This design comes from an exercise in tuning for small area on the open sky130 flow, not from production work.
RTL that was checked went through simulation tests only; none was proved equivalent to the original.
No functional check of the RTL was part of run 1.

==> flow/design.v (outline; a module is shown in full before it is edited, if it fits) <==
// module axis_fraction_divider: 4079 lines
module axis_fraction_divider (
    input  wire        aclk,
    input  wire        aclken,
    input  wire        aresetn,
    input  wire        s_axis_divisor_tvalid,
    input  wire [31:0] s_axis_divisor_tdata,
    input  wire [0:0]  s_axis_divisor_tuser,
    input  wire        s_axis_dividend_tvalid,
    input  wire [31:0] s_axis_dividend_tdata,
    input  wire [0:0]  s_axis_dividend_tuser,
    output wire        m_axis_dout_tvalid,
    output wire [47:0] m_axis_dout_tdata,
    output wire [0:0]  m_axis_dout_tuser
);
  // ...
==> flow/run.sh <==
#!/bin/bash
# synth_recipe.tcl (not shown) runs the flow's synth.tcl, then flattens the netlist and writes it again
# the make line also repeats each setting of config.mk as NAME=value (left out here)
make -C /OpenROAD-flow-scripts/flow DESIGN_CONFIG=/design/flow/config.mk WORK_HOME=/design/flow/orfs CLKGATE_MAP_FILE= SYNTH_SCRIPT=/design/flow/synth_recipe.tcl finish
==> flow/config.mk <==
export PLATFORM = sky130hd
export DESIGN_NAME = axis_fraction_divider
export DESIGN_NICKNAME = axis_fraction_divider
export VERILOG_FILES = /design/flow/design.v
export SDC_FILE = /design/flow/constraint.sdc
export NUM_CORES = 4
export LEC_CHECK = 0
export ABC_AREA = 1
export CAP_MARGIN = 20
export CORE_MARGIN = 2
export CORE_UTILIZATION = 45
export GPL_TIMING_DRIVEN = 0
export PLACE_DENSITY = 0.6
export SLEW_MARGIN = 20
==> flow/constraint.sdc <==
create_clock -name core_clock -period 7.5 [get_ports {aclk}]
set_input_delay 1.5000 -clock core_clock [delete_from_list [all_inputs] [get_ports {aclk}]]
set_output_delay 1.5000 -clock core_clock [all_outputs]
set_load 0.01 [all_outputs]
==> summary.txt, run 1 <==
- Status: finished with violations
- SO Viols: negative setup slack
- Core Area: 198000 um^2
- Final WS setup: -0.217 ns
- Tot GR Track Use: around a quarter
- Multi-input gate share of total cell area: 50.8%
- Warnings from Yosys: 1
- Top cell type's share of synthesized area: 33.2%
- Postcts setup bufs: roughly 300
- Met1 WL: 104000 um
- First-pass GRT wire length: 437000 um
- Most common cell in the netlist: nand2_1
- Hold depth: 0
- # setup viols final: 1
- Die ar.: about 200000 um^2
- Die W: roughly 450 um
- FILL cells: ~18000
- Std cell rows: 163
- CP Max Fanout: 3
- Buf+Inv Stages, Crit Path: 25
- Metal2 WL: 154000 um
- Rel. slew slack: 12.6%
- Design area: 113000 um^2
- CP startpoint: R_d45[1]
- EDFF count, synth: 990
==> run 2, diff against run 1 <==
--- a/flow/design.v
+++ b/flow/design.v
@@ -608,18 +608,36 @@
 wire c16_p25 = (t16[14] | e16[14]) & c16_p18;
 wire c16_g26 = (t16[16] & e16[16]) | ((t16[16] | e16[16]) & c16_g14);
 wire c16_p26 = (t16[16] | e16[16]) & c16_p14;
 wire [16:0] ci16 = {c16_g14, c16_g25, c16_g18, c16_g24, c16_g15, c16_g23, c16_g17, c16_g22, c16_g12, c16_g21, c16_g16, c16_g20, c16_g8, c16_g19, c16_g0, (t16[0] | e16[0]), 1'b1};
 wire g16 = c16_g26 & &R_d13[31:17];
 wire [16:0] u16 = {17{g16}} & (e16 ^ ci16);
 wire [16:0] r16 = t16[16:0] ^ u16[16:0];
 wire [16:0] q16 = {q15, g16};
-wire [17:0] t17 = {r16, A13[14]};
-wire [17:0] e17 = R_d13[17:0];
+reg [16:0] R_r16;
+reg [31:0] R_d16;
+reg [16:0] R_q16;
+reg R_v16;
+reg [14:0] R_a16;
+always @(posedge aclk) begin
+    if (~aresetn) R_v16 <= 1'b0;
+    else if (aclken) R_v16 <= R_v13;
+end
+always @(posedge aclk) begin
+    if (aclken) begin
+        R_r16 <= r16;
+        R_d16 <= R_d13;
+        R_q16 <= q16;
+        R_a16 <= A13[14:0];
+    end
+end
+wire [31:0] A16 = {17'b0, R_a16};
+wire [17:0] t17 = {R_r16, A16[14]};
+wire [17:0] e17 = R_d16[17:0];
 wire c17_g0 = (t17[1] & e17[1]) | ((t17[1] | e17[1]) & (t17[0] | e17[0]));
 wire c17_p0 = (t17[1] | e17[1]) & 1'b0;
 wire c17_g1 = (t17[3] & e17[3]) | ((t17[3] | e17[3]) & (t17[2] & e17[2]));
 wire c17_p1 = (t17[3] | e17[3]) & (t17[2] | e17[2]);
 wire c17_g2 = (t17[5] & e17[5]) | ((t17[5] | e17[5]) & (t17[4] & e17[4]));
 wire c17_p2 = (t17[5] | e17[5]) & (t17[4] | e17[4]);
 wire c17_g3 = (t17[7] & e17[7]) | ((t17[7] | e17[7]) & (t17[6] & e17[6]));
 wire c17_p3 = (t17[7] | e17[7]) & (t17[6] | e17[6]);
@@ -669,40 +687,22 @@
 wire c17_p25 = (t17[10] | e17[10]) & c17_p18;
 wire c17_g26 = (t17[12] & e17[12]) | ((t17[12] | e17[12]) & c17_g16);
 wire c17_p26 = (t17[12] | e17[12]) & c17_p16;
 wire c17_g27 = (t17[14] & e17[14]) | ((t17[14] | e17[14]) & c17_g19);
 wire c17_p27 = (t17[14] | e17[14]) & c17_p19;
 wire c17_g28 = (t17[16] & e17[16]) | ((t17[16] | e17[16]) & c17_g15);
 wire c17_p28 = (t17[16] | e17[16]) & c17_p15;
 wire [17:0] ci17 = {c17_g28, c17_g15, c17_g27, c17_g19, c17_g26, c17_g16, c17_g25, c17_g18, c17_g24, c17_g13, c17_g23, c17_g17, c17_g22, c17_g9, c17_g21, c17_g0, (t17[0] | e17[0]), 1'b1};
-wire g17 = c17_g20 & &R_d13[31:18];
+wire g17 = c17_g20 & &R_d16[31:18];
 wire [17:0] u17 = {18{g17}} & (e17 ^ ci17);
 wire [17:0] r17 = t17[17:0] ^ u17[17:0];
-wire [17:0] q17 = {q16, g17};
-reg [17:0] R_r17;
-reg [31:0] R_d17;
-reg [17:0] R_q17;
-reg R_v17;
-reg [13:0] R_a17;
-always @(posedge aclk) begin
-    if (~aresetn) R_v17 <= 1'b0;
-    else if (aclken) R_v17 <= R_v13;
-end
-always @(posedge aclk) begin
-    if (aclken) begin
-        R_r17 <= r17;
-        R_d17 <= R_d13;
-        R_q17 <= q17;
-        R_a17 <= A13[13:0];
-    end
-end
-wire [31:0] A17 = {18'b0, R_a17};
-wire [18:0] t18 = {R_r17, A17[13]};
-wire [18:0] e18 = R_d17[18:0];
+wire [17:0] q17 = {R_q16, g17};
+wire [18:0] t18 = {r17, A16[13]};
+wire [18:0] e18 = R_d16[18:0];
 wire c18_g0 = (t18[1] & e18[1]) | ((t18[1] | e18[1]) & (t18[0] | e18[0]));
 wire c18_p0 = (t18[1] | e18[1]) & 1'b0;
 wire c18_g1 = (t18[3] & e18[3]) | ((t18[3] | e18[3]) & (t18[2] & e18[2]));
 wire c18_p1 = (t18[3] | e18[3]) & (t18[2] | e18[2]);
 wire c18_g2 = (t18[5] & e18[5]) | ((t18[5] | e18[5]) & (t18[4] & e18[4]));
 wire c18_p2 = (t18[5] | e18[5]) & (t18[4] | e18[4]);
 wire c18_g3 = (t18[7] & e18[7]) | ((t18[7] | e18[7]) & (t18[6] & e18[6]));
 wire c18_p3 = (t18[7] | e18[7]) & (t18[6] | e18[6]);
@@ -754,22 +754,22 @@
 wire c18_p26 = (t18[12] | e18[12]) & c18_p16;
 wire c18_g27 = (t18[14] & e18[14]) | ((t18[14] | e18[14]) & c18_g19);
 wire c18_p27 = (t18[14] | e18[14]) & c18_p19;
 wire c18_g28 = (t18[16] & e18[16]) | ((t18[16] | e18[16]) & c18_g15);
 wire c18_p28 = (t18[16] | e18[16]) & c18_p15;
 wire c18_g29 = (t18[18] & e18[18]) | ((t18[18] | e18[18]) & c18_g20);
 wire c18_p29 = (t18[18] | e18[18]) & c18_p20;
 wire [18:0] ci18 = {c18_g20, c18_g28, c18_g15, c18_g27, c18_g19, c18_g26, c18_g16, c18_g25, c18_g18, c18_g24, c18_g13, c18_g23, c18_g17, c18_g22, c18_g9, c18_g21, c18_g0, (t18[0] | e18[0]), 1'b1};
-wire g18 = c18_g29 & &R_d17[31:19];
+wire g18 = c18_g29 & &R_d16[31:19];
 wire [18:0] u18 = {19{g18}} & (e18 ^ ci18);
 wire [18:0] r18 = t18[18:0] ^ u18[18:0];
-wire [18:0] q18 = {R_q17, g18};
-wire [19:0] t19 = {r18, A17[12]};
-wire [19:0] e19 = R_d17[19:0];
+wire [18:0] q18 = {q17, g18};
+wire [19:0] t19 = {r18, A16[12]};
+wire [19:0] e19 = R_d16[19:0];
 wire c19_g0 = (t19[1] & e19[1]) | ((t19[1] | e19[1]) & (t19[0] | e19[0]));
 wire c19_p0 = (t19[1] | e19[1]) & 1'b0;
 wire c19_g1 = (t19[3] & e19[3]) | ((t19[3] | e19[3]) & (t19[2] & e19[2]));
 wire c19_p1 = (t19[3] | e19[3]) & (t19[2] | e19[2]);
 wire c19_g2 = (t19[5] & e19[5]) | ((t19[5] | e19[5]) & (t19[4] & e19[4]));
 wire c19_p2 = (t19[5] | e19[5]) & (t19[4] | e19[4]);
 wire c19_g3 = (t19[7] & e19[7]) | ((t19[7] | e19[7]) & (t19[6] & e19[6]));
 wire c19_p3 = (t19[7] | e19[7]) & (t19[6] | e19[6]);
@@ -827,22 +827,40 @@
 wire c19_p29 = (t19[12] | e19[12]) & c19_p18;
 wire c19_g30 = (t19[14] & e19[14]) | ((t19[14] | e19[14]) & c19_g22);
 wire c19_p30 = (t19[14] | e19[14]) & c19_p22;
 wire c19_g31 = (t19[16] & e19[16]) | ((t19[16] | e19[16]) & c19_g17);
 wire c19_p31 = (t19[16] | e19[16]) & c19_p17;
 wire c19_g32 = (t19[18] & e19[18]) | ((t19[18] | e19[18]) & c19_g23);
 wire c19_p32 = (t19[18] | e19[18]) & c19_p23;
 wire [19:0] ci19 = {c19_g32, c19_g23, c19_g31, c19_g17, c19_g30, c19_g22, c19_g29, c19_g18, c19_g28, c19_g21, c19_g27, c19_g15, c19_g26, c19_g20, c19_g25, c19_g10, c19_g24, c19_g0, (t19[0] | e19[0]), 1'b1};
-wire g19 = c19_g19 & &R_d17[31:20];
+wire g19 = c19_g19 & &R_d16[31:20];
 wire [19:0] u19 = {20{g19}} & (e19 ^ ci19);
 wire [19:0] r19 = t19[19:0] ^ u19[19:0];
 wire [19:0] q19 = {q18, g19};
-wire [20:0] t20 = {r19, A17[11]};
-wire [20:0] e20 = R_d17[20:0];
+reg [19:0] R_r19;
+reg [31:0] R_d19;
+reg [19:0] R_q19;
+reg R_v19;
+reg [11:0] R_a19;
+always @(posedge aclk) begin
+    if (~aresetn) R_v19 <= 1'b0;
+    else if (aclken) R_v19 <= R_v16;
+end
+always @(posedge aclk) begin
+    if (aclken) begin
+        R_r19 <= r19;
+        R_d19 <= R_d16;
+        R_q19 <= q19;
+        R_a19 <= A16[11:0];
+    end
+end
+wire [31:0] A19 = {20'b0, R_a19};
+wire [20:0] t20 = {R_r19, A19[11]};
+wire [20:0] e20 = R_d19[20:0];
 wire c20_g0 = (t20[1] & e20[1]) | ((t20[1] | e20[1]) & (t20[0] | e20[0]));
 wire c20_p0 = (t20[1] | e20[1]) & 1'b0;
 wire c20_g1 = (t20[3] & e20[3]) | ((t20[3] | e20[3]) & (t20[2] & e20[2]));
 wire c20_p1 = (t20[3] | e20[3]) & (t20[2] | e20[2]);
 wire c20_g2 = (t20[5] & e20[5]) | ((t20[5] | e20[5]) & (t20[4] & e20[4]));
 wire c20_p2 = (t20[5] | e20[5]) & (t20[4] | e20[4]);
 wire c20_g3 = (t20[7] & e20[7]) | ((t20[7] | e20[7]) & (t20[6] & e20[6]));
 wire c20_p3 = (t20[7] | e20[7]) & (t20[6] | e20[6]);
@@ -902,22 +920,22 @@
 wire c20_p30 = (t20[14] | e20[14]) & c20_p22;
 wire c20_g31 = (t20[16] & e20[16]) | ((t20[16] | e20[16]) & c20_g17);
 wire c20_p31 = (t20[16] | e20[16]) & c20_p17;
 wire c20_g32 = (t20[18] & e20[18]) | ((t20[18] | e20[18]) & c20_g23);
 wire c20_p32 = (t20[18] | e20[18]) & c20_p23;
 wire c20_g33 = (t20[20] & e20[20]) | ((t20[20] | e20[20]) & c20_g19);
 wire c20_p33 = (t20[20] | e20[20]) & c20_p19;
 wire [20:0] ci20 = {c20_g19, c20_g32, c20_g23, c20_g31, c20_g17, c20_g30, c20_g22, c20_g29, c20_g18, c20_g28, c20_g21, c20_g27, c20_g15, c20_g26, c20_g20, c20_g25, c20_g10, c20_g24, c20_g0, (t20[0] | e20[0]), 1'b1};
-wire g20 = c20_g33 & &R_d17[31:21];
+wire g20 = c20_g33 & &R_d19[31:21];
 wire [20:0] u20 = {21{g20}} & (e20 ^ ci20);
 wire [20:0] r20 = t20[20:0] ^ u20[20:0];
-wire [20:0] q20 = {q19, g20};
-wire [21:0] t21 = {r20, A17[10]};
-wire [21:0] e21 = R_d17[21:0];
+wire [20:0] q20 = {R_q19, g20};
+wire [21:0] t21 = {r20, A19[10]};
+wire [21:0] e21 = R_d19[21:0];
 wire c21_g0 = (t21[1] & e21[1]) | ((t21[1] | e21[1]) & (t21[0] | e21[0]));
 wire c21_p0 = (t21[1] | e21[1]) & 1'b0;
 wire c21_g1 = (t21[3] & e21[3]) | ((t21[3] | e21[3]) & (t21[2] & e21[2]));
 wire c21_p1 = (t21[3] | e21[3]) & (t21[2] | e21[2]);
 wire c21_g2 = (t21[5] & e21[5]) | ((t21[5] | e21[5]) & (t21[4] & e21[4]));
 wire c21_p2 = (t21[5] | e21[5]) & (t21[4] | e21[4]);
 wire c21_g3 = (t21[7] & e21[7]) | ((t21[7] | e21[7]) & (t21[6] & e21[6]));
 wire c21_p3 = (t21[7] | e21[7]) & (t21[6] | e21[6]);
@@ -981,40 +999,22 @@
 wire c21_p32 = (t21[14] | e21[14]) & c21_p23;
 wire c21_g33 = (t21[16] & e21[16]) | ((t21[16] | e21[16]) & c21_g18);
 wire c21_p33 = (t21[16] | e21[16]) & c21_p18;
 wire c21_g34 = (t21[18] & e21[18]) | ((t21[18] | e21[18]) & c21_g24);
 wire c21_p34 = (t21[18] | e21[18]) & c21_p24;
 wire c21_g35 = (t21[20] & e21[20]) | ((t21[20] | e21[20]) & c21_g20);
 wire c21_p35 = (t21[20] | e21[20]) & c21_p20;
 wire [21:0] ci21 = {c21_g35, c21_g20, c21_g34, c21_g24, c21_g33, c21_g18, c21_g32, c21_g23, c21_g31, c21_g19, c21_g30, c21_g22, c21_g29, c21_g16, c21_g28, c21_g21, c21_g27, c21_g11, c21_g26, c21_g0, (t21[0] | e21[0]), 1'b1};
-wire g21 = c21_g25 & &R_d17[31:22];
+wire g21 = c21_g25 & &R_d19[31:22];
 wire [21:0] u21 = {22{g21}} & (e21 ^ ci21);
 wire [21:0] r21 = t21[21:0] ^ u21[21:0];
 wire [21:0] q21 = {q20, g21};
-reg [21:0] R_r21;
-reg [31:0] R_d21;
-reg [21:0] R_q21;
-reg R_v21;
-reg [9:0] R_a21;
-always @(posedge aclk) begin
-    if (~aresetn) R_v21 <= 1'b0;
-    else if (aclken) R_v21 <= R_v17;
-end
-always @(posedge aclk) begin
-    if (aclken) begin
-        R_r21 <= r21;
-        R_d21 <= R_d17;
-        R_q21 <= q21;
-        R_a21 <= A17[9:0];
-    end
-end
-wire [31:0] A21 = {22'b0, R_a21};
-wire [22:0] t22 = {R_r21, A21[9]};
-wire [22:0] e22 = R_d21[22:0];
+wire [22:0] t22 = {r21, A19[9]};
+wire [22:0] e22 = R_d19[22:0];
 wire c22_g0 = (t22[1] & e22[1]) | ((t22[1] | e22[1]) & (t22[0] | e22[0]));
 wire c22_p0 = (t22[1] | e22[1]) & 1'b0;
 wire c22_g1 = (t22[3] & e22[3]) | ((t22[3] | e22[3]) & (t22[2] & e22[2]));
 wire c22_p1 = (t22[3] | e22[3]) & (t22[2] | e22[2]);
 wire c22_g2 = (t22[5] & e22[5]) | ((t22[5] | e22[5]) & (t22[4] & e22[4]));
 wire c22_p2 = (t22[5] | e22[5]) & (t22[4] | e22[4]);
 wire c22_g3 = (t22[7] & e22[7]) | ((t22[7] | e22[7]) & (t22[6] & e22[6]));
 wire c22_p3 = (t22[7] | e22[7]) & (t22[6] | e22[6]);
@@ -1080,22 +1080,40 @@
 wire c22_p33 = (t22[16] | e22[16]) & c22_p18;
 wire c22_g34 = (t22[18] & e22[18]) | ((t22[18] | e22[18]) & c22_g24);
 wire c22_p34 = (t22[18] | e22[18]) & c22_p24;
 wire c22_g35 = (t22[20] & e22[20]) | ((t22[20] | e22[20]) & c22_g20);
 wire c22_p35 = (t22[20] | e22[20]) & c22_p20;
 wire c22_g36 = (t22[22] & e22[22]) | ((t22[22] | e22[22]) & c22_g25);
 wire c22_p36 = (t22[22] | e22[22]) & c22_p25;
 wire [22:0] ci22 = {c22_g25, c22_g35, c22_g20, c22_g34, c22_g24, c22_g33, c22_g18, c22_g32, c22_g23, c22_g31, c22_g19, c22_g30, c22_g22, c22_g29, c22_g16, c22_g28, c22_g21, c22_g27, c22_g11, c22_g26, c22_g0, (t22[0] | e22[0]), 1'b1};
-wire g22 = c22_g36 & &R_d21[31:23];
+wire g22 = c22_g36 & &R_d19[31:23];
 wire [22:0] u22 = {23{g22}} & (e22 ^ ci22);
 wire [22:0] r22 = t22[22:0] ^ u22[22:0];
-wire [22:0] q22 = {R_q21, g22};
-wire [23:0] t23 = {r22, A21[8]};
-wire [23:0] e23 = R_d21[23:0];
+wire [22:0] q22 = {q21, g22};
+reg [22:0] R_r22;
+reg [31:0] R_d22;
+reg [22:0] R_q22;
+reg R_v22;
+reg [8:0] R_a22;
+always @(posedge aclk) begin
+    if (~aresetn) R_v22 <= 1'b0;
+    else if (aclken) R_v22 <= R_v19;
+end
+always @(posedge aclk) begin
+    if (aclken) begin
+        R_r22 <= r22;
+        R_d22 <= R_d19;
+        R_q22 <= q22;
+        R_a22 <= A19[8:0];
+    end
+end
+wire [31:0] A22 = {23'b0, R_a22};
+wire [23:0] t23 = {R_r22, A22[8]};
+wire [23:0] e23 = R_d22[23:0];
 wire c23_g0 = (t23[1] & e23[1]) | ((t23[1] | e23[1]) & (t23[0] | e23[0]));
 wire c23_p0 = (t23[1] | e23[1]) & 1'b0;
 wire c23_g1 = (t23[3] & e23[3]) | ((t23[3] | e23[3]) & (t23[2] & e23[2]));
 wire c23_p1 = (t23[3] | e23[3]) & (t23[2] | e23[2]);
 wire c23_g2 = (t23[5] & e23[5]) | ((t23[5] | e23[5]) & (t23[4] & e23[4]));
 wire c23_p2 = (t23[5] | e23[5]) & (t23[4] | e23[4]);
 wire c23_g3 = (t23[7] & e23[7]) | ((t23[7] | e23[7]) & (t23[6] & e23[6]));
 wire c23_p3 = (t23[7] | e23[7]) & (t23[6] | e23[6]);
@@ -1169,22 +1187,22 @@
 wire c23_p37 = (t23[16] | e23[16]) & c23_p21;
 wire c23_g38 = (t23[18] & e23[18]) | ((t23[18] | e23[18]) & c23_g28);
 wire c23_p38 = (t23[18] | e23[18]) & c23_p28;
 wire c23_g39 = (t23[20] & e23[20]) | ((t23[20] | e23[20]) & c23_g24);
 wire c23_p39 = (t23[20] | e23[20]) & c23_p24;
 wire c23_g40 = (t23[22] & e23[22]) | ((t23[22] | e23[22]) & c23_g29);
 wire c23_p40 = (t23[22] | e23[22]) & c23_p29;
 wire [23:0] ci23 = {c23_g40, c23_g29, c23_g39, c23_g24, c23_g38, c23_g28, c23_g37, c23_g21, c23_g36, c23_g27, c23_g35, c23_g23, c23_g34, c23_g26, c23_g33, c23_g18, c23_g32, c23_g25, c23_g31, c23_g12, c23_g30, c23_g0, (t23[0] | e23[0]), 1'b1};
-wire g23 = c23_g22 & &R_d21[31:24];
+wire g23 = c23_g22 & &R_d22[31:24];
 wire [23:0] u23 = {24{g23}} & (e23 ^ ci23);
 wire [23:0] r23 = t23[23:0] ^ u23[23:0];
-wire [23:0] q23 = {q22, g23};
-wire [24:0] t24 = {r23, A21[7]};
-wire [24:0] e24 = R_d21[24:0];
+wire [23:0] q23 = {R_q22, g23};
+wire [24:0] t24 = {r23, A22[7]};
+wire [24:0] e24 = R_d22[24:0];
 wire c24_g0 = (t24[1] & e24[1]) | ((t24[1] | e24[1]) & (t24[0] | e24[0]));
 wire c24_p0 = (t24[1] | e24[1]) & 1'b0;
 wire c24_g1 = (t24[3] & e24[3]) | ((t24[3] | e24[3]) & (t24[2] & e24[2]));
 wire c24_p1 = (t24[3] | e24[3]) & (t24[2] | e24[2]);
 wire c24_g2 = (t24[5] & e24[5]) | ((t24[5] | e24[5]) & (t24[4] & e24[4]));
 wire c24_p2 = (t24[5] | e24[5]) & (t24[4] | e24[4]);
 wire c24_g3 = (t24[7] & e24[7]) | ((t24[7] | e24[7]) & (t24[6] & e24[6]));
 wire c24_p3 = (t24[7] | e24[7]) & (t24[6] | e24[6]);
@@ -1260,22 +1278,22 @@
 wire c24_p38 = (t24[18] | e24[18]) & c24_p28;
 wire c24_g39 = (t24[20] & e24[20]) | ((t24[20] | e24[20]) & c24_g24);
 wire c24_p39 = (t24[20] | e24[20]) & c24_p24;
 wire c24_g40 = (t24[22] & e24[22]) | ((t24[22] | e24[22]) & c24_g29);
 wire c24_p40 = (t24[22] | e24[22]) & c24_p29;
 wire c24_g41 = (t24[24] & e24[24]) | ((t24[24] | e24[24]) & c24_g22);
 wire c24_p41 = (t24[24] | e24[24]) & c24_p22;
 wire [24:0] ci24 = {c24_g22, c24_g40, c24_g29, c24_g39, c24_g24, c24_g38, c24_g28, c24_g37, c24_g21, c24_g36, c24_g27, c24_g35, c24_g23, c24_g34, c24_g26, c24_g33, c24_g18, c24_g32, c24_g25, c24_g31, c24_g12, c24_g30, c24_g0, (t24[0] | e24[0]), 1'b1};
-wire g24 = c24_g41 & &R_d21[31:25];
+wire g24 = c24_g41 & &R_d22[31:25];
 wire [24:0] u24 = {25{g24}} & (e24 ^ ci24);
 wire [24:0] r24 = t24[24:0] ^ u24[24:0];
 wire [24:0] q24 = {q23, g24};
-wire [25:0] t25 = {r24, A21[6]};
-wire [25:0] e25 = R_d21[25:0];
+wire [25:0] t25 = {r24, A22[6]};
+wire [25:0] e25 = R_d22[25:0];
 wire c25_g0 = (t25[1] & e25[1]) | ((t25[1] | e25[1]) & (t25[0] | e25[0]));
 wire c25_p0 = (t25[1] | e25[1]) & 1'b0;
 wire c25_g1 = (t25[3] & e25[3]) | ((t25[3] | e25[3]) & (t25[2] & e25[2]));
 wire c25_p1 = (t25[3] | e25[3]) & (t25[2] | e25[2]);
 wire c25_g2 = (t25[5] & e25[5]) | ((t25[5] | e25[5]) & (t25[4] & e25[4]));
 wire c25_p2 = (t25[5] | e25[5]) & (t25[4] | e25[4]);
 wire c25_g3 = (t25[7] & e25[7]) | ((t25[7] | e25[7]) & (t25[6] & e25[6]));
 wire c25_p3 = (t25[7] | e25[7]) & (t25[6] | e25[6]);
@@ -1355,35 +1373,35 @@
 wire c25_p40 = (t25[18] | e25[18]) & c25_p29;
 wire c25_g41 = (t25[20] & e25[20]) | ((t25[20] | e25[20]) & c25_g25);
 wire c25_p41 = (t25[20] | e25[20]) & c25_p25;
 wire c25_g42 = (t25[22] & e25[22]) | ((t25[22] | e25[22]) & c25_g30);
 wire c25_p42 = (t25[22] | e25[22]) & c25_p30;
 wire c25_g43 = (t25[24] & e25[24]) | ((t25[24] | e25[24]) & c25_g23);
 wire c25_p43 = (t25[24] | e25[24]) & c25_p23;
 wire [25:0] ci25 = {c25_g43, c25_g23, c25_g42, c25_g30, c25_g41, c25_g25, c25_g40, c25_g29, c25_g39, c25_g22, c25_g38, c25_g28, c25_g37, c25_g24, c25_g36, c25_g27, c25_g35, c25_g19, c25_g34, c25_g26, c25_g33, c25_g13, c25_g32, c25_g0, (t25[0] | e25[0]), 1'b1};
-wire g25 = c25_g31 & &R_d21[31:26];
+wire g25 = c25_g31 & &R_d22[31:26];
 wire [25:0] u25 = {26{g25}} & (e25 ^ ci25);
 wire [25:0] r25 = t25[25:0] ^ u25[25:0];
 wire [25:0] q25 = {q24, g25};
 reg [25:0] R_r25;
 reg [31:0] R_d25;
 reg [25:0] R_q25;
 reg R_v25;
 reg [5:0] R_a25;
 always @(posedge aclk) begin
     if (~aresetn) R_v25 <= 1'b0;
-    else if (aclken) R_v25 <= R_v21;
+    else if (aclken) R_v25 <= R_v22;
 end
 always @(posedge aclk) begin
     if (aclken) begin
         R_r25 <= r25;
-        R_d25 <= R_d21;
+        R_d25 <= R_d22;
         R_q25 <= q25;
-        R_a25 <= A21[5:0];
+        R_a25 <= A22[5:0];
     end
 end
 wire [31:0] A25 = {26'b0, R_a25};
 wire [26:0] t26 = {R_r25, A25[5]};
 wire [26:0] e26 = R_d25[26:0];
 wire c26_g0 = (t26[1] & e26[1]) | ((t26[1] | e26[1]) & (t26[0] | e26[0]));
 wire c26_p0 = (t26[1] | e26[1]) & 1'b0;
 wire c26_g1 = (t26[3] & e26[3]) | ((t26[3] | e26[3]) & (t26[2] & e26[2]));
@@ -1682,18 +1700,36 @@
 wire c28_p47 = (t28[26] | e28[26]) & c28_p34;
 wire c28_g48 = (t28[28] & e28[28]) | ((t28[28] | e28[28]) & c28_g28);
 wire c28_p48 = (t28[28] | e28[28]) & c28_p28;
 wire [28:0] ci28 = {c28_g28, c28_g47, c28_g34, c28_g46, c28_g25, c28_g45, c28_g33, c28_g44, c28_g27, c28_g43, c28_g32, c28_g42, c28_g24, c28_g41, c28_g31, c28_g40, c28_g26, c28_g39, c28_g30, c28_g38, c28_g21, c28_g37, c28_g29, c28_g36, c28_g14, c28_g35, c28_g0, (t28[0] | e28[0]), 1'b1};
 wire g28 = c28_g48 & &R_d25[31:29];
 wire [28:0] u28 = {29{g28}} & (e28 ^ ci28);
 wire [28:0] r28 = t28[28:0] ^ u28[28:0];
 wire [28:0] q28 = {q27, g28};
-wire [29:0] t29 = {r28, A25[2]};
-wire [29:0] e29 = R_d25[29:0];
+reg [28:0] R_r28;
+reg [31:0] R_d28;
+reg [28:0] R_q28;
+reg R_v28;
+reg [2:0] R_a28;
+always @(posedge aclk) begin
+    if (~aresetn) R_v28 <= 1'b0;
+    else if (aclken) R_v28 <= R_v25;
+end
+always @(posedge aclk) begin
+    if (aclken) begin
+        R_r28 <= r28;
+        R_d28 <= R_d25;
+        R_q28 <= q28;
+        R_a28 <= A25[2:0];
+    end
+end
+wire [31:0] A28 = {29'b0, R_a28};
+wire [29:0] t29 = {R_r28, A28[2]};
+wire [29:0] e29 = R_d28[29:0];
 wire c29_g0 = (t29[1] & e29[1]) | ((t29[1] | e29[1]) & (t29[0] | e29[0]));
 wire c29_p0 = (t29[1] | e29[1]) & 1'b0;
 wire c29_g1 = (t29[3] & e29[3]) | ((t29[3] | e29[3]) & (t29[2] & e29[2]));
 wire c29_p1 = (t29[3] | e29[3]) & (t29[2] | e29[2]);
 wire c29_g2 = (t29[5] & e29[5]) | ((t29[5] | e29[5]) & (t29[4] & e29[4]));
 wire c29_p2 = (t29[5] | e29[5]) & (t29[4] | e29[4]);
 wire c29_g3 = (t29[7] & e29[7]) | ((t29[7] | e29[7]) & (t29[6] & e29[6]));
 wire c29_p3 = (t29[7] | e29[7]) & (t29[6] | e29[6]);
@@ -1787,40 +1823,22 @@
 wire c29_p47 = (t29[22] | e29[22]) & c29_p34;
 wire c29_g48 = (t29[24] & e29[24]) | ((t29[24] | e29[24]) & c29_g26);
 wire c29_p48 = (t29[24] | e29[24]) & c29_p26;
 wire c29_g49 = (t29[26] & e29[26]) | ((t29[26] | e29[26]) & c29_g35);
 wire c29_p49 = (t29[26] | e29[26]) & c29_p35;
 wire c29_g50 = (t29[28] & e29[28]) | ((t29[28] | e29[28]) & c29_g29);
 wire c29_p50 = (t29[28] | e29[28]) & c29_p29;
 wire [29:0] ci29 = {c29_g50, c29_g29, c29_g49, c29_g35, c29_g48, c29_g26, c29_g47, c29_g34, c29_g46, c29_g28, c29_g45, c29_g33, c29_g44, c29_g25, c29_g43, c29_g32, c29_g42, c29_g27, c29_g41, c29_g31, c29_g40, c29_g22, c29_g39, c29_g30, c29_g38, c29_g15, c29_g37, c29_g0, (t29[0] | e29[0]), 1'b1};
-wire g29 = c29_g36 & &R_d25[31:30];
+wire g29 = c29_g36 & &R_d28[31:30];
 wire [29:0] u29 = {30{g29}} & (e29 ^ ci29);
 wire [29:0] r29 = t29[29:0] ^ u29[29:0];
-wire [29:0] q29 = {q28, g29};
-reg [29:0] R_r29;
-reg [31:0] R_d29;
-reg [29:0] R_q29;
-reg R_v29;
-reg [1:0] R_a29;
-always @(posedge aclk) begin
-    if (~aresetn) R_v29 <= 1'b0;
-    else if (aclken) R_v29 <= R_v25;
-end
-always @(posedge aclk) begin
-    if (aclken) begin
-        R_r29 <= r29;
-        R_d29 <= R_d25;
-        R_q29 <= q29;
-        R_a29 <= A25[1:0];
-    end
-end
-wire [31:0] A29 = {30'b0, R_a29};
-wire [30:0] t30 = {R_r29, A29[1]};
-wire [30:0] e30 = R_d29[30:0];
+wire [29:0] q29 = {R_q28, g29};
+wire [30:0] t30 = {r29, A28[1]};
+wire [30:0] e30 = R_d28[30:0];
 wire c30_g0 = (t30[1] & e30[1]) | ((t30[1] | e30[1]) & (t30[0] | e30[0]));
 wire c30_p0 = (t30[1] | e30[1]) & 1'b0;
 wire c30_g1 = (t30[3] & e30[3]) | ((t30[3] | e30[3]) & (t30[2] & e30[2]));
 wire c30_p1 = (t30[3] | e30[3]) & (t30[2] | e30[2]);
 wire c30_g2 = (t30[5] & e30[5]) | ((t30[5] | e30[5]) & (t30[4] & e30[4]));
 wire c30_p2 = (t30[5] | e30[5]) & (t30[4] | e30[4]);
 wire c30_g3 = (t30[7] & e30[7]) | ((t30[7] | e30[7]) & (t30[6] & e30[6]));
 wire c30_p3 = (t30[7] | e30[7]) & (t30[6] | e30[6]);
@@ -1916,22 +1934,22 @@
 wire c30_p48 = (t30[24] | e30[24]) & c30_p26;
 wire c30_g49 = (t30[26] & e30[26]) | ((t30[26] | e30[26]) & c30_g35);
 wire c30_p49 = (t30[26] | e30[26]) & c30_p35;
 wire c30_g50 = (t30[28] & e30[28]) | ((t30[28] | e30[28]) & c30_g29);
 wire c30_p50 = (t30[28] | e30[28]) & c30_p29;
 wire c30_g51 = (t30[30] & e30[30]) | ((t30[30] | e30[30]) & c30_g36);
 wire c30_p51 = (t30[30] | e30[30]) & c30_p36;
 wire [30:0] ci30 = {c30_g36, c30_g50, c30_g29, c30_g49, c30_g35, c30_g48, c30_g26, c30_g47, c30_g34, c30_g46, c30_g28, c30_g45, c30_g33, c30_g44, c30_g25, c30_g43, c30_g32, c30_g42, c30_g27, c30_g41, c30_g31, c30_g40, c30_g22, c30_g39, c30_g30, c30_g38, c30_g15, c30_g37, c30_g0, (t30[0] | e30[0]), 1'b1};
-wire g30 = c30_g51 & &R_d29[31:31];
+wire g30 = c30_g51 & &R_d28[31:31];
 wire [30:0] u30 = {31{g30}} & (e30 ^ ci30);
 wire [30:0] r30 = t30[30:0] ^ u30[30:0];
-wire [30:0] q30 = {R_q29, g30};
-wire [31:0] t31 = {r30, A29[0]};
-wire [31:0] e31 = R_d29[31:0];
+wire [30:0] q30 = {q29, g30};
+wire [31:0] t31 = {r30, A28[0]};
+wire [31:0] e31 = R_d28[31:0];
 wire c31_g0 = (t31[1] & e31[1]) | ((t31[1] | e31[1]) & (t31[0] | e31[0]));
 wire c31_p0 = (t31[1] | e31[1]) & 1'b0;
 wire c31_g1 = (t31[3] & e31[3]) | ((t31[3] | e31[3]) & (t31[2] & e31[2]));
 wire c31_p1 = (t31[3] | e31[3]) & (t31[2] | e31[2]);
 wire c31_g2 = (t31[5] & e31[5]) | ((t31[5] | e31[5]) & (t31[4] & e31[4]));
 wire c31_p2 = (t31[5] | e31[5]) & (t31[4] | e31[4]);
 wire c31_g3 = (t31[7] & e31[7]) | ((t31[7] | e31[7]) & (t31[6] & e31[6]));
 wire c31_p3 = (t31[7] | e31[7]) & (t31[6] | e31[6]);
@@ -2041,18 +2059,33 @@
 wire c31_p55 = (t31[28] | e31[28]) & c31_p34;
 wire c31_g56 = (t31[30] & e31[30]) | ((t31[30] | e31[30]) & c31_g41);
 wire c31_p56 = (t31[30] | e31[30]) & c31_p41;
 wire [31:0] ci31 = {c31_g56, c31_g41, c31_g55, c31_g34, c31_g54, c31_g40, c31_g53, c31_g31, c31_g52, c31_g39, c31_g51, c31_g33, c31_g50, c31_g38, c31_g49, c31_g28, c31_g48, c31_g37, c31_g47, c31_g32, c31_g46, c31_g36, c31_g45, c31_g24, c31_g44, c31_g35, c31_g43, c31_g16, c31_g42, c31_g0, (t31[0] | e31[0]), 1'b1};
 wire g31 = c31_g30 & 1'b1;
 wire [31:0] u31 = {32{g31}} & (e31 ^ ci31);
 wire [31:0] r31 = t31[31:0] ^ u31[31:0];
 wire [31:0] q31 = {q30, g31};
-wire [32:0] t32 = {r31, 1'b0};
-wire [32:0] e32 = {1'b1, R_d29};
+reg [31:0] R_r31;
+reg [31:0] R_d31;
+reg [31:0] R_q31;
+reg R_v31;
+always @(posedge aclk) begin
+    if (~aresetn) R_v31 <= 1'b0;
+    else if (aclken) R_v31 <= R_v28;
+end
+always @(posedge aclk) begin
+    if (aclken) begin
+        R_r31 <= r31;
+        R_d31 <= R_d28;
+        R_q31 <= q31;
+    end
+end
+wire [32:0] t32 = {R_r31, 1'b0};
+wire [32:0] e32 = {1'b1, R_d31};
 wire c32_g0 = (t32[1] & e32[1]) | ((t32[1] | e32[1]) & (t32[0] | e32[0]));
 wire c32_p0 = (t32[1] | e32[1]) & 1'b0;
 wire c32_g1 = (t32[3] & e32[3]) | ((t32[3] | e32[3]) & (t32[2] & e32[2]));
 wire c32_p1 = (t32[3] | e32[3]) & (t32[2] | e32[2]);
 wire c32_g2 = (t32[5] & e32[5]) | ((t32[5] | e32[5]) & (t32[4] & e32[4]));
 wire c32_p2 = (t32[5] | e32[5]) & (t32[4] | e32[4]);
 wire c32_g3 = (t32[7] & e32[7]) | ((t32[7] | e32[7]) & (t32[6] & e32[6]));
 wire c32_p3 = (t32[7] | e32[7]) & (t32[6] | e32[6]);
@@ -2163,19 +2196,19 @@
 wire c32_g56 = (t32[30] & e32[30]) | ((t32[30] | e32[30]) & c32_g41);
 wire c32_p56 = (t32[30] | e32[30]) & c32_p41;
 wire c32_g57 = (t32[32] & e32[32]) | ((t32[32] | e32[32]) & c32_g30);
 wire c32_p57 = (t32[32] | e32[32]) & c32_p30;
 wire [32:0] ci32 = {c32_g30, c32_g56, c32_g41, c32_g55, c32_g34, c32_g54, c32_g40, c32_g53, c32_g31, c32_g52, c32_g39, c32_g51, c32_g33, c32_g50, c32_g38, c32_g49, c32_g28, c32_g48, c32_g37, c32_g47, c32_g32, c32_g46, c32_g36, c32_g45, c32_g24, c32_g44, c32_g35, c32_g43, c32_g16, c32_g42, c32_g0, (t32[0] | e32[0]), 1'b1};
 wire g32 = c32_g57 & 1'b1;
 wire [32:0] u32 = {33{g32}} & (e32 ^ ci32);
 wire [31:0] r32 = t32[31:0] ^ u32[31:0];
-wire [32:0] q32 = {q31, g32};
+wire [32:0] q32 = {R_q31, g32};
 wire [32:0] t33 = {r32, 1'b0};
-wire [32:0] e33 = {1'b1, R_d29};
+wire [32:0] e33 = {1'b1, R_d31};
 wire c33_g0 = (t33[1] & e33[1]) | ((t33[1] | e33[1]) & (t33[0] | e33[0]));
 wire c33_p0 = (t33[1] | e33[1]) & 1'b0;
 wire c33_g1 = (t33[3] & e33[3]) | ((t33[3] | e33[3]) & (t33[2] & e33[2]));
 wire c33_p1 = (t33[3] | e33[3]) & (t33[2] | e33[2]);
 wire c33_g2 = (t33[5] & e33[5]) | ((t33[5] | e33[5]) & (t33[4] & e33[4]));
 wire c33_p2 = (t33[5] | e33[5]) & (t33[4] | e33[4]);
 wire c33_g3 = (t33[7] & e33[7]) | ((t33[7] | e33[7]) & (t33[6] & e33[6]));
 wire c33_p3 = (t33[7] | e33[7]) & (t33[6] | e33[6]);
@@ -2287,33 +2320,18 @@
 wire c33_p56 = (t33[30] | e33[30]) & c33_p41;
 wire c33_g57 = (t33[32] & e33[32]) | ((t33[32] | e33[32]) & c33_g30);
 wire c33_p57 = (t33[32] | e33[32]) & c33_p30;
 wire [32:0] ci33 = {c33_g30, c33_g56, c33_g41, c33_g55, c33_g34, c33_g54, c33_g40, c33_g53, c33_g31, c33_g52, c33_g39, c33_g51, c33_g33, c33_g50, c33_g38, c33_g49, c33_g28, c33_g48, c33_g37, c33_g47, c33_g32, c33_g46, c33_g36, c33_g45, c33_g24, c33_g44, c33_g35, c33_g43, c33_g16, c33_g42, c33_g0, (t33[0] | e33[0]), 1'b1};
 wire g33 = c33_g57 & 1'b1;
 wire [32:0] u33 = {33{g33}} & (e33 ^ ci33);
 wire [31:0] r33 = t33[31:0] ^ u33[31:0];
 wire [33:0] q33 = {q32, g33};
-reg [31:0] R_r33;
-reg [31:0] R_d33;
-reg [33:0] R_q33;
-reg R_v33;
-always @(posedge aclk) begin
-    if (~aresetn) R_v33 <= 1'b0;
-    else if (aclken) R_v33 <= R_v29;
-end
-always @(posedge aclk) begin
-    if (aclken) begin
-        R_r33 <= r33;
-        R_d33 <= R_d29;
-        R_q33 <= q33;
-    end
-end
-wire [32:0] t34 = {R_r33, 1'b0};
-wire [32:0] e34 = {1'b1, R_d33};
+wire [32:0] t34 = {r33, 1'b0};
+wire [32:0] e34 = {1'b1, R_d31};
 wire c34_g0 = (t34[1] & e34[1]) | ((t34[1] | e34[1]) & (t34[0] | e34[0]));
 wire c34_p0 = (t34[1] | e34[1]) & 1'b0;
 wire c34_g1 = (t34[3] & e34[3]) | ((t34[3] | e34[3]) & (t34[2] & e34[2]));
 wire c34_p1 = (t34[3] | e34[3]) & (t34[2] | e34[2]);
 wire c34_g2 = (t34[5] & e34[5]) | ((t34[5] | e34[5]) & (t34[4] & e34[4]));
 wire c34_p2 = (t34[5] | e34[5]) & (t34[4] | e34[4]);
 wire c34_g3 = (t34[7] & e34[7]) | ((t34[7] | e34[7]) & (t34[6] & e34[6]));
 wire c34_p3 = (t34[7] | e34[7]) & (t34[6] | e34[6]);
@@ -2424,19 +2442,34 @@
 wire c34_g56 = (t34[30] & e34[30]) | ((t34[30] | e34[30]) & c34_g41);
 wire c34_p56 = (t34[30] | e34[30]) & c34_p41;
 wire c34_g57 = (t34[32] & e34[32]) | ((t34[32] | e34[32]) & c34_g30);
 wire c34_p57 = (t34[32] | e34[32]) & c34_p30;
 wire [32:0] ci34 = {c34_g30, c34_g56, c34_g41, c34_g55, c34_g34, c34_g54, c34_g40, c34_g53, c34_g31, c34_g52, c34_g39, c34_g51, c34_g33, c34_g50, c34_g38, c34_g49, c34_g28, c34_g48, c34_g37, c34_g47, c34_g32, c34_g46, c34_g36, c34_g45, c34_g24, c34_g44, c34_g35, c34_g43, c34_g16, c34_g42, c34_g0, (t34[0] | e34[0]), 1'b1};
 wire g34 = c34_g57 & 1'b1;
 wire [32:0] u34 = {33{g34}} & (e34 ^ ci34);
 wire [31:0] r34 = t34[31:0] ^ u34[31:0];
-wire [34:0] q34 = {R_q33, g34};
-wire [32:0] t35 = {r34, 1'b0};
-wire [32:0] e35 = {1'b1, R_d33};
+wire [34:0] q34 = {q33, g34};
+reg [31:0] R_r34;
+reg [31:0] R_d34;
+reg [34:0] R_q34;
+reg R_v34;
+always @(posedge aclk) begin
+    if (~aresetn) R_v34 <= 1'b0;
+    else if (aclken) R_v34 <= R_v31;
+end
+always @(posedge aclk) begin
+    if (aclken) begin
+        R_r34 <= r34;
+        R_d34 <= R_d31;
+        R_q34 <= q34;
+    end
+end
+wire [32:0] t35 = {R_r34, 1'b0};
+wire [32:0] e35 = {1'b1, R_d34};
 wire c35_g0 = (t35[1] & e35[1]) | ((t35[1] | e35[1]) & (t35[0] | e35[0]));
 wire c35_p0 = (t35[1] | e35[1]) & 1'b0;
 wire c35_g1 = (t35[3] & e35[3]) | ((t35[3] | e35[3]) & (t35[2] & e35[2]));
 wire c35_p1 = (t35[3] | e35[3]) & (t35[2] | e35[2]);
 wire c35_g2 = (t35[5] & e35[5]) | ((t35[5] | e35[5]) & (t35[4] & e35[4]));
 wire c35_p2 = (t35[5] | e35[5]) & (t35[4] | e35[4]);
 wire c35_g3 = (t35[7] & e35[7]) | ((t35[7] | e35[7]) & (t35[6] & e35[6]));
 wire c35_p3 = (t35[7] | e35[7]) & (t35[6] | e35[6]);
@@ -2547,19 +2580,19 @@
 wire c35_g56 = (t35[30] & e35[30]) | ((t35[30] | e35[30]) & c35_g41);
 wire c35_p56 = (t35[30] | e35[30]) & c35_p41;
 wire c35_g57 = (t35[32] & e35[32]) | ((t35[32] | e35[32]) & c35_g30);
 wire c35_p57 = (t35[32] | e35[32]) & c35_p30;
 wire [32:0] ci35 = {c35_g30, c35_g56, c35_g41, c35_g55, c35_g34, c35_g54, c35_g40, c35_g53, c35_g31, c35_g52, c35_g39, c35_g51, c35_g33, c35_g50, c35_g38, c35_g49, c35_g28, c35_g48, c35_g37, c35_g47, c35_g32, c35_g46, c35_g36, c35_g45, c35_g24, c35_g44, c35_g35, c35_g43, c35_g16, c35_g42, c35_g0, (t35[0] | e35[0]), 1'b1};
 wire g35 = c35_g57 & 1'b1;
 wire [32:0] u35 = {33{g35}} & (e35 ^ ci35);
 wire [31:0] r35 = t35[31:0] ^ u35[31:0];
-wire [35:0] q35 = {q34, g35};
+wire [35:0] q35 = {R_q34, g35};
 wire [32:0] t36 = {r35, 1'b0};
-wire [32:0] e36 = {1'b1, R_d33};
+wire [32:0] e36 = {1'b1, R_d34};
 wire c36_g0 = (t36[1] & e36[1]) | ((t36[1] | e36[1]) & (t36[0] | e36[0]));
 wire c36_p0 = (t36[1] | e36[1]) & 1'b0;
 wire c36_g1 = (t36[3] & e36[3]) | ((t36[3] | e36[3]) & (t36[2] & e36[2]));
 wire c36_p1 = (t36[3] | e36[3]) & (t36[2] | e36[2]);
 wire c36_g2 = (t36[5] & e36[5]) | ((t36[5] | e36[5]) & (t36[4] & e36[4]));
 wire c36_p2 = (t36[5] | e36[5]) & (t36[4] | e36[4]);
 wire c36_g3 = (t36[7] & e36[7]) | ((t36[7] | e36[7]) & (t36[6] & e36[6]));
 wire c36_p3 = (t36[7] | e36[7]) & (t36[6] | e36[6]);
@@ -2672,17 +2705,17 @@
 wire c36_g57 = (t36[32] & e36[32]) | ((t36[32] | e36[32]) & c36_g30);
 wire c36_p57 = (t36[32] | e36[32]) & c36_p30;
 wire [32:0] ci36 = {c36_g30, c36_g56, c36_g41, c36_g55, c36_g34, c36_g54, c36_g40, c36_g53, c36_g31, c36_g52, c36_g39, c36_g51, c36_g33, c36_g50, c36_g38, c36_g49, c36_g28, c36_g48, c36_g37, c36_g47, c36_g32, c36_g46, c36_g36, c36_g45, c36_g24, c36_g44, c36_g35, c36_g43, c36_g16, c36_g42, c36_g0, (t36[0] | e36[0]), 1'b1};
 wire g36 = c36_g57 & 1'b1;
 wire [32:0] u36 = {33{g36}} & (e36 ^ ci36);
 wire [31:0] r36 = t36[31:0] ^ u36[31:0];
 wire [36:0] q36 = {q35, g36};
 wire [32:0] t37 = {r36, 1'b0};
-wire [32:0] e37 = {1'b1, R_d33};
+wire [32:0] e37 = {1'b1, R_d34};
 wire c37_g0 = (t37[1] & e37[1]) | ((t37[1] | e37[1]) & (t37[0] | e37[0]));
 wire c37_p0 = (t37[1] | e37[1]) & 1'b0;
 wire c37_g1 = (t37[3] & e37[3]) | ((t37[3] | e37[3]) & (t37[2] & e37[2]));
 wire c37_p1 = (t37[3] | e37[3]) & (t37[2] | e37[2]);
 wire c37_g2 = (t37[5] & e37[5]) | ((t37[5] | e37[5]) & (t37[4] & e37[4]));
 wire c37_p2 = (t37[5] | e37[5]) & (t37[4] | e37[4]);
 wire c37_g3 = (t37[7] & e37[7]) | ((t37[7] | e37[7]) & (t37[6] & e37[6]));
 wire c37_p3 = (t37[7] | e37[7]) & (t37[6] | e37[6]);
@@ -2800,22 +2833,22 @@
 wire [31:0] r37 = t37[31:0] ^ u37[31:0];
 wire [37:0] q37 = {q36, g37};
 reg [31:0] R_r37;
 reg [31:0] R_d37;
 reg [37:0] R_q37;
 reg R_v37;
 always @(posedge aclk) begin
     if (~aresetn) R_v37 <= 1'b0;
-    else if (aclken) R_v37 <= R_v33;
+    else if (aclken) R_v37 <= R_v34;
 end
 always @(posedge aclk) begin
     if (aclken) begin
         R_r37 <= r37;
-        R_d37 <= R_d33;
+        R_d37 <= R_d34;
         R_q37 <= q37;
     end
 end
 wire [32:0] t38 = {R_r37, 1'b0};
 wire [32:0] e38 = {1'b1, R_d37};
 wire c38_g0 = (t38[1] & e38[1]) | ((t38[1] | e38[1]) & (t38[0] | e38[0]));
 wire c38_p0 = (t38[1] | e38[1]) & 1'b0;
 wire c38_g1 = (t38[3] & e38[3]) | ((t38[3] | e38[3]) & (t38[2] & e38[2]));
@@ -3178,18 +3211,33 @@
 wire c40_p56 = (t40[30] | e40[30]) & c40_p41;
 wire c40_g57 = (t40[32] & e40[32]) | ((t40[32] | e40[32]) & c40_g30);
 wire c40_p57 = (t40[32] | e40[32]) & c40_p30;
 wire [32:0] ci40 = {c40_g30, c40_g56, c40_g41, c40_g55, c40_g34, c40_g54, c40_g40, c40_g53, c40_g31, c40_g52, c40_g39, c40_g51, c40_g33, c40_g50, c40_g38, c40_g49, c40_g28, c40_g48, c40_g37, c40_g47, c40_g32, c40_g46, c40_g36, c40_g45, c40_g24, c40_g44, c40_g35, c40_g43, c40_g16, c40_g42, c40_g0, (t40[0] | e40[0]), 1'b1};
 wire g40 = c40_g57 & 1'b1;
 wire [32:0] u40 = {33{g40}} & (e40 ^ ci40);
 wire [31:0] r40 = t40[31:0] ^ u40[31:0];
 wire [40:0] q40 = {q39, g40};
-wire [32:0] t41 = {r40, 1'b0};
-wire [32:0] e41 = {1'b1, R_d37};
+reg [31:0] R_r40;
+reg [31:0] R_d40;
+reg [40:0] R_q40;
+reg R_v40;
+always @(posedge aclk) begin
+    if (~aresetn) R_v40 <= 1'b0;
+    else if (aclken) R_v40 <= R_v37;
+end
+always @(posedge aclk) begin
+    if (aclken) begin
+        R_r40 <= r40;
+        R_d40 <= R_d37;
+        R_q40 <= q40;
+    end
+end
+wire [32:0] t41 = {R_r40, 1'b0};
+wire [32:0] e41 = {1'b1, R_d40};
 wire c41_g0 = (t41[1] & e41[1]) | ((t41[1] | e41[1]) & (t41[0] | e41[0]));
 wire c41_p0 = (t41[1] | e41[1]) & 1'b0;
 wire c41_g1 = (t41[3] & e41[3]) | ((t41[3] | e41[3]) & (t41[2] & e41[2]));
 wire c41_p1 = (t41[3] | e41[3]) & (t41[2] | e41[2]);
 wire c41_g2 = (t41[5] & e41[5]) | ((t41[5] | e41[5]) & (t41[4] & e41[4]));
 wire c41_p2 = (t41[5] | e41[5]) & (t41[4] | e41[4]);
 wire c41_g3 = (t41[7] & e41[7]) | ((t41[7] | e41[7]) & (t41[6] & e41[6]));
 wire c41_p3 = (t41[7] | e41[7]) & (t41[6] | e41[6]);
@@ -3300,34 +3348,19 @@
 wire c41_g56 = (t41[30] & e41[30]) | ((t41[30] | e41[30]) & c41_g41);
 wire c41_p56 = (t41[30] | e41[30]) & c41_p41;
 wire c41_g57 = (t41[32] & e41[32]) | ((t41[32] | e41[32]) & c41_g30);
 wire c41_p57 = (t41[32] | e41[32]) & c41_p30;
 wire [32:0] ci41 = {c41_g30, c41_g56, c41_g41, c41_g55, c41_g34, c41_g54, c41_g40, c41_g53, c41_g31, c41_g52, c41_g39, c41_g51, c41_g33, c41_g50, c41_g38, c41_g49, c41_g28, c41_g48, c41_g37, c41_g47, c41_g32, c41_g46, c41_g36, c41_g45, c41_g24, c41_g44, c41_g35, c41_g43, c41_g16, c41_g42, c41_g0, (t41[0] | e41[0]), 1'b1};
 wire g41 = c41_g57 & 1'b1;
 wire [32:0] u41 = {33{g41}} & (e41 ^ ci41);
 wire [31:0] r41 = t41[31:0] ^ u41[31:0];
-wire [41:0] q41 = {q40, g41};
-reg [31:0] R_r41;
-reg [31:0] R_d41;
-reg [41:0] R_q41;
-reg R_v41;
-always @(posedge aclk) begin
-    if (~aresetn) R_v41 <= 1'b0;
-    else if (aclken) R_v41 <= R_v37;
-end
-always @(posedge aclk) begin
-    if (aclken) begin
-        R_r41 <= r41;
-        R_d41 <= R_d37;
-        R_q41 <= q41;
-    end
-end
-wire [32:0] t42 = {R_r41, 1'b0};
-wire [32:0] e42 = {1'b1, R_d41};
+wire [41:0] q41 = {R_q40, g41};
+wire [32:0] t42 = {r41, 1'b0};
+wire [32:0] e42 = {1'b1, R_d40};
 wire c42_g0 = (t42[1] & e42[1]) | ((t42[1] | e42[1]) & (t42[0] | e42[0]));
 wire c42_p0 = (t42[1] | e42[1]) & 1'b0;
 wire c42_g1 = (t42[3] & e42[3]) | ((t42[3] | e42[3]) & (t42[2] & e42[2]));
 wire c42_p1 = (t42[3] | e42[3]) & (t42[2] | e42[2]);
 wire c42_g2 = (t42[5] & e42[5]) | ((t42[5] | e42[5]) & (t42[4] & e42[4]));
 wire c42_p2 = (t42[5] | e42[5]) & (t42[4] | e42[4]);
 wire c42_g3 = (t42[7] & e42[7]) | ((t42[7] | e42[7]) & (t42[6] & e42[6]));
 wire c42_p3 = (t42[7] | e42[7]) & (t42[6] | e42[6]);
@@ -3438,19 +3471,19 @@
 wire c42_g56 = (t42[30] & e42[30]) | ((t42[30] | e42[30]) & c42_g41);
 wire c42_p56 = (t42[30] | e42[30]) & c42_p41;
 wire c42_g57 = (t42[32] & e42[32]) | ((t42[32] | e42[32]) & c42_g30);
 wire c42_p57 = (t42[32] | e42[32]) & c42_p30;
 wire [32:0] ci42 = {c42_g30, c42_g56, c42_g41, c42_g55, c42_g34, c42_g54, c42_g40, c42_g53, c42_g31, c42_g52, c42_g39, c42_g51, c42_g33, c42_g50, c42_g38, c42_g49, c42_g28, c42_g48, c42_g37, c42_g47, c42_g32, c42_g46, c42_g36, c42_g45, c42_g24, c42_g44, c42_g35, c42_g43, c42_g16, c42_g42, c42_g0, (t42[0] | e42[0]), 1'b1};
 wire g42 = c42_g57 & 1'b1;
 wire [32:0] u42 = {33{g42}} & (e42 ^ ci42);
 wire [31:0] r42 = t42[31:0] ^ u42[31:0];
-wire [42:0] q42 = {R_q41, g42};
+wire [42:0] q42 = {q41, g42};
 wire [32:0] t43 = {r42, 1'b0};
-wire [32:0] e43 = {1'b1, R_d41};
+wire [32:0] e43 = {1'b1, R_d40};
 wire c43_g0 = (t43[1] & e43[1]) | ((t43[1] | e43[1]) & (t43[0] | e43[0]));
 wire c43_p0 = (t43[1] | e43[1]) & 1'b0;
 wire c43_g1 = (t43[3] & e43[3]) | ((t43[3] | e43[3]) & (t43[2] & e43[2]));
 wire c43_p1 = (t43[3] | e43[3]) & (t43[2] | e43[2]);
 wire c43_g2 = (t43[5] & e43[5]) | ((t43[5] | e43[5]) & (t43[4] & e43[4]));
 wire c43_p2 = (t43[5] | e43[5]) & (t43[4] | e43[4]);
 wire c43_g3 = (t43[7] & e43[7]) | ((t43[7] | e43[7]) & (t43[6] & e43[6]));
 wire c43_p3 = (t43[7] | e43[7]) & (t43[6] | e43[6]);
@@ -3562,18 +3595,33 @@
 wire c43_p56 = (t43[30] | e43[30]) & c43_p41;
 wire c43_g57 = (t43[32] & e43[32]) | ((t43[32] | e43[32]) & c43_g30);
 wire c43_p57 = (t43[32] | e43[32]) & c43_p30;
 wire [32:0] ci43 = {c43_g30, c43_g56, c43_g41, c43_g55, c43_g34, c43_g54, c43_g40, c43_g53, c43_g31, c43_g52, c43_g39, c43_g51, c43_g33, c43_g50, c43_g38, c43_g49, c43_g28, c43_g48, c43_g37, c43_g47, c43_g32, c43_g46, c43_g36, c43_g45, c43_g24, c43_g44, c43_g35, c43_g43, c43_g16, c43_g42, c43_g0, (t43[0] | e43[0]), 1'b1};
 wire g43 = c43_g57 & 1'b1;
 wire [32:0] u43 = {33{g43}} & (e43 ^ ci43);
 wire [31:0] r43 = t43[31:0] ^ u43[31:0];
 wire [43:0] q43 = {q42, g43};
-wire [32:0] t44 = {r43, 1'b0};
-wire [32:0] e44 = {1'b1, R_d41};
+reg [31:0] R_r43;
+reg [31:0] R_d43;
+reg [43:0] R_q43;
+reg R_v43;
+always @(posedge aclk) begin
+    if (~aresetn) R_v43 <= 1'b0;
+    else if (aclken) R_v43 <= R_v40;
+end
+always @(posedge aclk) begin
+    if (aclken) begin
+        R_r43 <= r43;
+        R_d43 <= R_d40;
+        R_q43 <= q43;
+    end
+end
+wire [32:0] t44 = {R_r43, 1'b0};
+wire [32:0] e44 = {1'b1, R_d43};
 wire c44_g0 = (t44[1] & e44[1]) | ((t44[1] | e44[1]) & (t44[0] | e44[0]));
 wire c44_p0 = (t44[1] | e44[1]) & 1'b0;
 wire c44_g1 = (t44[3] & e44[3]) | ((t44[3] | e44[3]) & (t44[2] & e44[2]));
 wire c44_p1 = (t44[3] | e44[3]) & (t44[2] | e44[2]);
 wire c44_g2 = (t44[5] & e44[5]) | ((t44[5] | e44[5]) & (t44[4] & e44[4]));
 wire c44_p2 = (t44[5] | e44[5]) & (t44[4] | e44[4]);
 wire c44_g3 = (t44[7] & e44[7]) | ((t44[7] | e44[7]) & (t44[6] & e44[6]));
 wire c44_p3 = (t44[7] | e44[7]) & (t44[6] | e44[6]);
@@ -3684,19 +3732,19 @@
 wire c44_g56 = (t44[30] & e44[30]) | ((t44[30] | e44[30]) & c44_g41);
 wire c44_p56 = (t44[30] | e44[30]) & c44_p41;
 wire c44_g57 = (t44[32] & e44[32]) | ((t44[32] | e44[32]) & c44_g30);
 wire c44_p57 = (t44[32] | e44[32]) & c44_p30;
 wire [32:0] ci44 = {c44_g30, c44_g56, c44_g41, c44_g55, c44_g34, c44_g54, c44_g40, c44_g53, c44_g31, c44_g52, c44_g39, c44_g51, c44_g33, c44_g50, c44_g38, c44_g49, c44_g28, c44_g48, c44_g37, c44_g47, c44_g32, c44_g46, c44_g36, c44_g45, c44_g24, c44_g44, c44_g35, c44_g43, c44_g16, c44_g42, c44_g0, (t44[0] | e44[0]), 1'b1};
 wire g44 = c44_g57 & 1'b1;
 wire [32:0] u44 = {33{g44}} & (e44 ^ ci44);
 wire [31:0] r44 = t44[31:0] ^ u44[31:0];
-wire [44:0] q44 = {q43, g44};
+wire [44:0] q44 = {R_q43, g44};
 wire [32:0] t45 = {r44, 1'b0};
-wire [32:0] e45 = {1'b1, R_d41};
+wire [32:0] e45 = {1'b1, R_d43};
 wire c45_g0 = (t45[1] & e45[1]) | ((t45[1] | e45[1]) & (t45[0] | e45[0]));
 wire c45_p0 = (t45[1] | e45[1]) & 1'b0;
 wire c45_g1 = (t45[3] & e45[3]) | ((t45[3] | e45[3]) & (t45[2] & e45[2]));
 wire c45_p1 = (t45[3] | e45[3]) & (t45[2] | e45[2]);
 wire c45_g2 = (t45[5] & e45[5]) | ((t45[5] | e45[5]) & (t45[4] & e45[4]));
 wire c45_p2 = (t45[5] | e45[5]) & (t45[4] | e45[4]);
 wire c45_g3 = (t45[7] & e45[7]) | ((t45[7] | e45[7]) & (t45[6] & e45[6]));
 wire c45_p3 = (t45[7] | e45[7]) & (t45[6] | e45[6]);
@@ -3814,22 +3862,22 @@
 wire [31:0] r45 = t45[31:0] ^ u45[31:0];
 wire [45:0] q45 = {q44, g45};
 reg [31:0] R_r45;
 reg [31:0] R_d45;
 reg [45:0] R_q45;
 reg R_v45;
 always @(posedge aclk) begin
     if (~aresetn) R_v45 <= 1'b0;
-    else if (aclken) R_v45 <= R_v41;
+    else if (aclken) R_v45 <= R_v43;
 end
 always @(posedge aclk) begin
     if (aclken) begin
         R_r45 <= r45;
-        R_d45 <= R_d41;
+        R_d45 <= R_d43;
         R_q45 <= q45;
     end
 end
 wire [32:0] t46 = {R_r45, 1'b0};
 wire [32:0] e46 = {1'b1, R_d45};
 wire c46_g0 = (t46[1] & e46[1]) | ((t46[1] | e46[1]) & (t46[0] | e46[0]));
 wire c46_p0 = (t46[1] | e46[1]) & 1'b0;
 wire c46_g1 = (t46[3] & e46[3]) | ((t46[3] | e46[3]) & (t46[2] & e46[2]));
==> flow/config.mk (replaced) <==
export PLATFORM = sky130hd
export DESIGN_NAME = axis_fraction_divider
export DESIGN_NICKNAME = axis_fraction_divider
export VERILOG_FILES = /design/flow/design.v
export SDC_FILE = /design/flow/constraint.sdc
export NUM_CORES = 4
export LEC_CHECK = 0
export ABC_AREA = 1
export CAP_MARGIN = 20
export CORE_MARGIN = 2
export CORE_UTILIZATION = 70
export CTS_BUF_LIST = sky130_fd_sc_hd__clkbuf_16
export CTS_CLUSTER_DIAMETER = 80
export CTS_CLUSTER_SIZE = 25
export GPL_TIMING_DRIVEN = 0
export PLACE_DENSITY = 0.85
export SLEW_MARGIN = 20
==> run 2 against run 1 <==
Now clean on timing, DRC and antenna; area after synthesis up 8.0%; largest cell class unchanged; non-clock buffer count down 703; wire length down 4.6%.
==> summary.txt, run 2 <==
- Std cell rows: 136 (was 163)
- Clock Sink Count: 1291 (was 1001)
- Layout cells sized above 1: 6.15% (was 19.4%)
- Status: timing/DRC/antenna clean (was finished with violations)
- EDFF count, synth: 1277 (was 990)
- # IOs: 121 (unchanged)
- Tot GR Track Use: 38.7% (was 26.5%)
- Endpoint class of the critical path: output port (unchanged)
- Fin crit share: 97.0% (was 103%)
- Final WS setup: 0.227 ns (was -0.217 ns)
- Met1 GRT Util: 39.7% (was 26.8%)
- Initial DRT Pass Iterations: 10 (was 9)
- Top cell type's share of synthesized area: 39.7% (was 33.2%)
- Async S/R FF share, synth: 0% (unchanged)
- CP startpoint: R_d45[1] (unchanged)
- Synthesized cell area: 96700 um^2 (was 89500 um^2)
- Rel. slew slack: 32.8% (was 12.6%)
- Max Cap Viol: 0 (unchanged)
- Arr. time, crit path: 5.77 ns (was 6.22 ns)
- Global Route met2 Usage: 68.8% (was 51.2%)
- Worst stage delay on the critical path: 0.46 ns (was 0.42 ns)
- Type of the most critical hold path: reg2reg (unchanged)
- Die height: 376 um (was 450 um)
- Detailed Place HPWL: 217000 um (was 216000 um)
- Design area: 104000 um^2 (was 113000 um^2)
- Warnings from Yosys: 1 (unchanged)
- Crit-path most repeated cell: nand2_1 (was buf_4)
- Most common cell in the netlist: nand2_1 (unchanged)
- Met3 usage: 5.32% (was 2.49%)
- Area grow syn2layout: 7.13% (was 25.8%)
- Biggest register: R_q45 (unchanged)
- CP Max Fanout: 7 (was 3)
- Max frequency: 137 MHz (was 130 MHz)
- Core Area: 137000 um^2 (was 198000 um^2)
- Synthesized area per cell: 7.16 um^2 (was 6.46 um^2)
- First-pass GRT wire length: 439000 um (was 437000 um)
- Die ar.: 141000 um^2 (was 203000 um^2)
- # setup viols final: 0 (was 1)
- Placed Area: 100000 um^2 (was 94300 um^2)
- FILL cells: 10000 (was 18400)
- Flip-flop count of the largest register after layout: 46 (unchanged)
- Pre-CTS setup slack: -0.696 ns (was -2.43 ns)
- Die W: 376 um (was 450 um)
- Commonest non-fill, non-tap cell in the layout: nand2_1 (unchanged)
- Max clock buf depth: 3 (unchanged)
- Tmin final: 7.27 ns (was 7.72 ns)
-- run 2: stage by stage --
step / cells / util [%]
floorplan: 13500 / -
global route: 15600 / 75.4
global placement: 15400 / 72.9
finish: 15600 / 75.4
detailed placement: 15400 / 73.1
CTS: 15600 / 75.3
-- run 2: layout make-up --
class                           instances  area, um^2  share of cell area [%]
Clock buffer                           81        2030                    1.96
Clock inverter                         53         826                   0.797
Multi-Input combinational cell      10200       50000                    48.3
Sequential cell                      1291       38600                    37.3
Buffer                                280        1790                    1.73
Timing Repair Buffer                  144        1580                    1.53
Antenna cell                            7        17.5                  0.0169
Tap cell                             1794        2240                    2.17
Inverter                             1712        6440                    6.22
-- run 2: repair_timing --
action / 4_1_cts / 5_1_grt
pin swaps: 2 / 11
resized for setup: 20 / 30
hold buffers: 0 / 0
setup buffers: 1 / 14
cloned: 1 / 0
setup endpoints to repair: 2 / 66
-- run 2: metal layers --
metal / vias to the layer above / routed length, um / share of wire (%)
li1: 44400 / - / -
met1: 42400 / 94000 / 34
met2: 4793 / 137000 / 49
met3: 1464 / 18700 / 6.7
met4: 4 / 29100 / 10
met5: - / 27 / 0.0097
-- run 2: how the worst min path moves through the flow --
stage           endpoint  slack (ns)  depth (start not counted)
2_1_floorplan   R_a13[0]        0.40                          0
3_3_place_gp   R_q40[23]        0.40                          0
3_5_place_dp    R_a13[6]        0.40                          0
4_1_cts         R_q40[3]        0.41                          0
5_1_grt        R_q45[28]        0.42                          0
6_report       R_q28[11]        0.41                          0
-- run 2: critical path: cells and delay by family (launching register included) --
| family | cells | cell delay, ns |
|---|---|---|
| simple gates | 13 | 1.34 |
| flops | 1 | 0.46 |
| buf+inv | 8 | 1.07 |
| compound gates | 14 | 1.93 |
| xor+xnor | 1 | 0.21 |
-- run 2: kinds of logic (layout without fill, tap and decap cells) --
kind of cell | count (synthesis) | after routing | share of synthesized area [%]
compound gates | 1053 | 1053 | 6.27
buf+inv | 1992 | 2270 | 8.48
flops | 1291 | 1291 | 39.9
simple gates | 8308 | 8308 | 37.3
other cells | 0 | 7 | 0
xor+xnor | 857 | 857 | 7.91
fa+ha+maj | 6 | 6 | 0.0776

afterwards: timing with drivers on the ports:
In the flow no input, the clock included, has a driving cell. The finished layouts below were timed again as built, in two steps. Step 1 assumes that a clkbuf_16 drives the clock port and a buf_2 every other input. Step 2, shift: input delay + t, output delay - t, t = (earliest + latest rising clock arrival at the registers) / 2. This alone moves slack from input paths to output paths. a / b / c = ideal / step 1 / step 2; a / b = the first two.
| run | t, ns | setup slack, ns | hold slack, ns | worst setup path after step 2 |
|---|---|---|---|---|
| run 1 | 0.881 | -0.217 / -0.304 / -0.284 | 0.351 / 0.351 / 0.351 | input to register |
| run 2 | 0.846 | 0.227 / 0.141 / 0.135 | 0.407 / 0.407 / 0.407 | input to register |
The setup slack of run 2, which loses most, moves by -0.086 ns with the drivers and by -0.092 ns with both steps.
